This design comes from an exercise in tuning for small area on the open sky130 flow, not from production work.
Where RTL was checked, it was by simulation tests only, not by an equivalence proof against the original.
The flow treats the clock pin as an ideal source, which a real chip does not have.
Power figures rest on the tool's default switching activity, not on a simulated workload.

## red
==> module fifo, before the edit <==
module fifo (
	input [31:0] DI,
	input	RE,
	input	WE,
	input   clk,
	input	rst,
	output	[31:0] res,
	output	read_valid,
	output	r_err,
	output	w_err
);
	reg  [3:0]   count;		 
	reg  [255:0] mem;		 
	reg  [31:0]  res_r;
	reg          rv_r;
	wire empty = (count == 4'd0);
	wire full  = count[3];
	wire re_ok = RE & ~empty;
	wire we_ok = WE & (~full | RE);
	assign r_err = RE & empty;
	assign w_err = WE & full;
	assign read_valid = rv_r;
	assign res = res_r;
	wire [3:0] count_nx;
	updown cnt (.c(count), .inc(we_ok & ~re_ok), .dec(re_ok & ~we_ok), .y(count_nx));
	always @(posedge clk) begin
		if (rst) begin
			count <= 4'd0;
			rv_r <= 1'b0;
		end else begin
			count <= count_nx;
			rv_r <= re_ok;
		end
	end
	wire [255:0] mem_nx;
	shift8 shift (.d(DI), .q(mem), .we(we_ok), .we_n(~we_ok), .y(mem_nx));
	always @(posedge clk)
		mem <= mem_nx;
	wire [7:0] dsel;
	dec3 rdec (.a(count[2:0]), .y(dsel));
	wire [7:0] sel = {dsel[0], dsel[7:1]};
	wire [31:0] n0, n1, n2;
	ao222n g0 (.a(mem[31:0]), .b(mem[63:32]), .c(mem[95:64]), .sa(sel[0]), .sb(sel[1]), .sc(sel[2]), .y(n0));
	ao222n g1 (.a(mem[127:96]), .b(mem[159:128]), .c(mem[191:160]), .sa(sel[3]), .sb(sel[4]), .sc(sel[5]), .y(n1));
	ao22n  g2 (.a(mem[223:192]), .b(mem[255:224]), .sa(sel[6]), .sb(sel[7]), .y(n2));
	always @(posedge clk)
		res_r <= ~(n0 & n1 & n2);
endmodule
==> module updown, before the edit <==
module updown (
	input  [3:0] c,
	input        inc,
	input        dec,
	output [3:0] y
);
	wire [3:0] t;
	assign t[0] = inc | dec;
	assign t[1] = (inc & c[0]) | (dec & ~c[0]);
	assign t[2] = (inc & c[0] & c[1]) | (dec & ~c[0] & ~c[1]);
	assign t[3] = (inc & c[0] & c[1] & c[2]) | (dec & ~c[0] & ~c[1] & ~c[2]);
	assign y = c ^ t;
endmodule
clock: 5.0 ns
lec_check: 0
abc_area: 0
cap_margin: 0
core_margin: 2
core_utilization: 70
slew_margin: 0
synth_hierarchical: 1
synth_minimum_keep_size: 0
standard.sh (not shown) runs the stock make flow with config.mk's settings and CLKGATE_MAP_FILE= SYNTH_SCRIPT=/design/flow/synth_recipe.tcl, a recipe that flattens the netlist after the stock synthesis.
==> flow/flow/run.sh <==
#!/bin/bash
# Standard ORFS layout with these changes:
# - synthesis is the standard flow's, but ABC maps with an area-oriented script
#   (flow/area.abc) instead of ORFS's speed script;
# - the ports get the smallest buffer;
# - the clock tree uses small buffers and no dummy loads;
# - after CTS, cells are swapped for lower-drive ones of the same
#   function where slew, capacitance and timing stay within margins.
set -euo pipefail
export FLOW_SYNTH=$PWD/synth_recipe.tcl
export AREA_ABC_SCRIPT=$PWD/flow/area.abc
export BUFFER_PORTS_ARGS="-buffer_cell sky130_fd_sc_hd__buf_1"
export CTS_ARGS="-sink_clustering_enable -repair_clock_nets -dont_use_dummy_load -buf_list {sky130_fd_sc_hd__clkbuf_4} -sink_clustering_size 10 -sink_clustering_max_diameter 100"
SYN=SYNTH_SCRIPT=$PWD/flow/synth_abc.tcl
bash standard.sh $SYN cts > standard_cts.log 2>&1
R=orfs/results/sky130hd/fifo/base
DS_SLEW_FRAC=0.1 DS_ODB=$R/4_cts.odb DS_SDC=$R/4_cts.sdc openroad -no_init -exit flow/downsize.tcl > downsize.log 2>&1
bash standard.sh $SYN finish > standard.log 2>&1
Other scripts of this flow, unchanged in this note and not shown: flow/flow/area.abc, flow/flow/downsize.tcl, flow/flow/synth_abc.tcl
Input-level comparison between blue and red:
--- a/flow/design.v
+++ b/flow/design.v
@@ -22,6 +22,4 @@
 	assign read_valid = rv_r;
 	assign res = res_r;
-	wire [3:0] count_nx;
-	updown cnt (.c(count), .inc(we_ok & ~re_ok), .dec(re_ok & ~we_ok), .y(count_nx));
 	always @(posedge clk) begin
 		if (rst) begin
@@ -29,5 +27,6 @@
 			rv_r <= 1'b0;
 		end else begin
-			count <= count_nx;
+			if (we_ok & ~re_ok) count <= count + 4'd1;
+			if (re_ok & ~we_ok) count <= count - 4'd1;
 			rv_r <= re_ok;
 		end
@@ -77,15 +76,2 @@
 	assign y = 8'd1 << a;
 endmodule
-module updown (
-	input  [3:0] c,
-	input        inc,
-	input        dec,
-	output [3:0] y
-);
-	wire [3:0] t;
-	assign t[0] = inc | dec;
-	assign t[1] = (inc & c[0]) | (dec & ~c[0]);
-	assign t[2] = (inc & c[0] & c[1]) | (dec & ~c[0] & ~c[1]);
-	assign t[3] = (inc & c[0] & c[1] & c[2]) | (dec & ~c[0] & ~c[1] & ~c[2]);
-	assign y = c ^ t;
-endmodule
[summary]
- Critical path's slowest cell = or4_1: red; critical path's slowest cell = buf_2: blue
- The count of inserted tapcells was comparable across blue and red.
- The setup slack of blue is smaller than that of red.
- Post-synthesis mux area share: blue vs red, no meaningful difference
- Diff blue and red: share of total power in combinational logic lower in red
- blue vs red — routing usage on met3 dropped 1.4 points.
- Row cell total after placement: blue higher / red lower
- red → blue: final hold slack rose 0.0053 ns; post-detailed-routing wire length rose 930 um; utilization fell 0.19 points; die area rose about 0.33%; detailed-routed wire length on met3 fell 4.4%.

* * *

run a:
The RTL this note starts from:
==> flow/design.v <==
module fifo (
	input [31:0] DI,
	input	RE,
	input	WE,
	input   clk,
	input	rst,
	output	[31:0] res,
	output	read_valid,
	output	r_err,
	output	w_err
);
	reg  [2:0]  rp, wp;
	reg         lastw;
	reg  [255:0] mem;	 
	reg  [31:0] res_r;
	reg         rv_r;
	wire eq    = (rp == wp);
	wire empty = eq & ~lastw;
	wire full  = eq & lastw;
	wire re_ok = RE & ~empty;
	wire we_ok = WE & (~full | RE);
	assign r_err = RE & empty;
	assign w_err = WE & full;
	assign read_valid = rv_r;
	assign res = res_r;
	always @(posedge clk) begin
		if (rst) begin
			rp <= 3'd0;
			wp <= 3'd0;
			lastw <= 1'b0;
			rv_r <= 1'b0;
		end else begin
			if (re_ok) rp <= rp + 3'd1;
			if (we_ok) wp <= wp + 3'd1;
			if (re_ok != we_ok) lastw <= we_ok;
			rv_r <= re_ok;
		end
	end
	wire [7:0] wsel;
	dec3 wdec (.a(wp), .y(wsel));
	wire [7:0] wen   = {8{we_ok}} & wsel;
	wire [7:0] wen_n = ~wen;
	wire [255:0] mem_nx;
	hold8 hold (.d(DI), .q(mem), .we(wen), .we_n(wen_n), .y(mem_nx));
	always @(posedge clk)
		mem <= mem_nx;
	wire [7:0] sel;
	dec3 rdec (.a(rp), .y(sel));
	wire [31:0] n0, n1, n2;
	ao222n g0 (.a(mem[31:0]), .b(mem[63:32]), .c(mem[95:64]), .sa(sel[0]), .sb(sel[1]), .sc(sel[2]), .y(n0));
	ao222n g1 (.a(mem[127:96]), .b(mem[159:128]), .c(mem[191:160]), .sa(sel[3]), .sb(sel[4]), .sc(sel[5]), .y(n1));
	ao22n  g2 (.a(mem[223:192]), .b(mem[255:224]), .sa(sel[6]), .sb(sel[7]), .y(n2));
	always @(posedge clk)
		res_r <= ~(n0 & n1 & n2);
endmodule
module ao222n (
	input  [31:0] a, b, c,
	input         sa, sb, sc,
	output [31:0] y
);
	assign y = ~((a & {32{sa}}) | (b & {32{sb}}) | (c & {32{sc}}));
endmodule
module ao22n (
	input  [31:0] a, b,
	input         sa, sb,
	output [31:0] y
);
	assign y = ~((a & {32{sa}}) | (b & {32{sb}}));
endmodule
module dec3 (
	input  [2:0] a,
	output [7:0] y
);
	assign y = 8'd1 << a;
endmodule
module hold8 (
	input  [31:0]  d,
	input  [255:0] q,
	input  [7:0]   we,
	input  [7:0]   we_n,
	output [255:0] y
);
	genvar w;
	generate
		for (w = 0; w < 8; w = w + 1) begin : word
			assign y[32*w +: 32] = (d & {32{we[w]}}) | (q[32*w +: 32] & {32{we_n[w]}});
		end
	endgenerate
endmodule
==> flow/config.mk <==
export PLATFORM = sky130hd
export DESIGN_NAME = fifo
export DESIGN_NICKNAME = fifo
export VERILOG_FILES = /design/flow/design.v
export SDC_FILE = /design/flow/constraint.sdc
export NUM_CORES = 4
export LEC_CHECK = 0
export ABC_AREA = 0
export CAP_MARGIN = 0
export CORE_MARGIN = 2
export CORE_UTILIZATION = 70
export SLEW_MARGIN = 0
export SYNTH_HIERARCHICAL = 1
export SYNTH_MINIMUM_KEEP_SIZE = 0
==> flow/constraint.sdc <==
create_clock -name core_clock -period 5.0 [get_ports {clk}]
set_input_delay 1.0000 -clock core_clock [delete_from_list [all_inputs] [get_ports {clk}]]
set_output_delay 1.0000 -clock core_clock [all_outputs]
set_load 0.01 [all_outputs]
Scripts as last shown in full above: flow/flow/run.sh
Other scripts of this flow, unchanged in this note and not shown: flow/flow/area.abc, flow/flow/downsize.tcl, flow/flow/synth_abc.tcl
Setup changes, run a to run b
==> flow/design.v <==
module fifo (
	input [31:0] DI,
	input	RE,
	input	WE,
	input   clk,
	input	rst,
	output	[31:0] res,
	output	read_valid,
	output	r_err,
	output	w_err
);
	reg  [2:0]  rp, wp;
	reg         lastw;
	reg  [31:0] mem [0:7];
	reg  [31:0] res_r;
	reg         rv_r;
	wire eq    = (rp == wp);
	wire empty = eq & ~lastw;
	wire full  = eq & lastw;
	wire re_ok = RE & ~empty;
	wire we_ok = WE & (~full | RE);
	assign r_err = RE & empty;
	assign w_err = WE & full;
	assign read_valid = rv_r;
	assign res = res_r;
	always @(posedge clk) begin
		if (rst) begin
			rp <= 3'd0;
			wp <= 3'd0;
			lastw <= 1'b0;
			rv_r <= 1'b0;
		end else begin
			if (re_ok) rp <= rp + 3'd1;
			if (we_ok) wp <= wp + 3'd1;
			if (re_ok != we_ok) lastw <= we_ok;
			rv_r <= re_ok;
		end
	end
	always @(posedge clk)
		if (we_ok) mem[wp] <= DI;
	wire [7:0] sel;
	dec3 rdec (.a(rp), .y(sel));
	wire [31:0] n0, n1, n2;
	ao222n g0 (.a(mem[0]), .b(mem[1]), .c(mem[2]), .sa(sel[0]), .sb(sel[1]), .sc(sel[2]), .y(n0));
	ao222n g1 (.a(mem[3]), .b(mem[4]), .c(mem[5]), .sa(sel[3]), .sb(sel[4]), .sc(sel[5]), .y(n1));
	ao22n  g2 (.a(mem[6]), .b(mem[7]), .sa(sel[6]), .sb(sel[7]), .y(n2));
	always @(posedge clk)
		res_r <= ~(n0 & n1 & n2);
endmodule
module ao222n (
	input  [31:0] a, b, c,
	input         sa, sb, sc,
	output [31:0] y
);
	assign y = ~((a & {32{sa}}) | (b & {32{sb}}) | (c & {32{sc}}));
endmodule
module ao22n (
	input  [31:0] a, b,
	input         sa, sb,
	output [31:0] y
);
	assign y = ~((a & {32{sa}}) | (b & {32{sb}}));
endmodule
module dec3 (
	input  [2:0] a,
	output [7:0] y
);
	assign y = 8'd1 << a;
endmodule
[summary]
Summary of run b over run a: finished layout cell area grew by 2.5%; synthesized instance count lower; relative max-transition margin now larger; sequential area share after synthesis higher. Run a was routed with more vias than run b. For net switching power figure, dividing the value from run a by the value from run b gives 1.5. Looking at slowest cell on the critical path, the sky130_fd_sc_hd__clkinv_1 result is from run a; the sky130_fd_sc_hd__dfxtp_1 one comes from run b. In run b relative to run a, final instance count without filler cells had gone down by more than a quarter. Sort run a and run b by sequential share of layout area desc -> top: run b.
The RTL of run a was laid out without a check of its function.

[separate check: timing with driven ports]
The results above use ideal ports. As a check the final layouts listed here were re-extracted and re-timed, cells and wires unchanged.
Step 1, drivers: a clkbuf_16 drives clk and a buf_2 each remaining input, both assumed.
Step 2, shift: input delay + t, output delay - t, t = (earliest + latest rising clock arrival at the registers) / 2. This alone moves slack from input paths to output paths.
Slacks: no drivers / after step 1 / after step 2; pairs: no drivers / after step 1.
run | t, ns | setup WS [ns] | latest minus earliest clock arrival (ns) | pins driven straight from the clock port
red | 0.760 | 2.082 / 2.047 / 1.673 | 0.353 / 0.354 | 1
blue | 0.786 | 1.599 / 1.599 / 0.871 | 0.374 / 0.374 | 1
run a | 0.884 | 1.253 / 1.253 / 1.072 | 0.096 / 0.096 | 1
run b | 1.020 | 1.817 / 1.782 / 1.456 | 0.197 / 0.197 | 1
In red and blue the clock reaches the registers at very different times; t lies between them, and the last value is a rough guide only. For blue, which loses most, drivers alone change the setup slack by 0.000 ns; drivers and shift together by -0.728 ns.
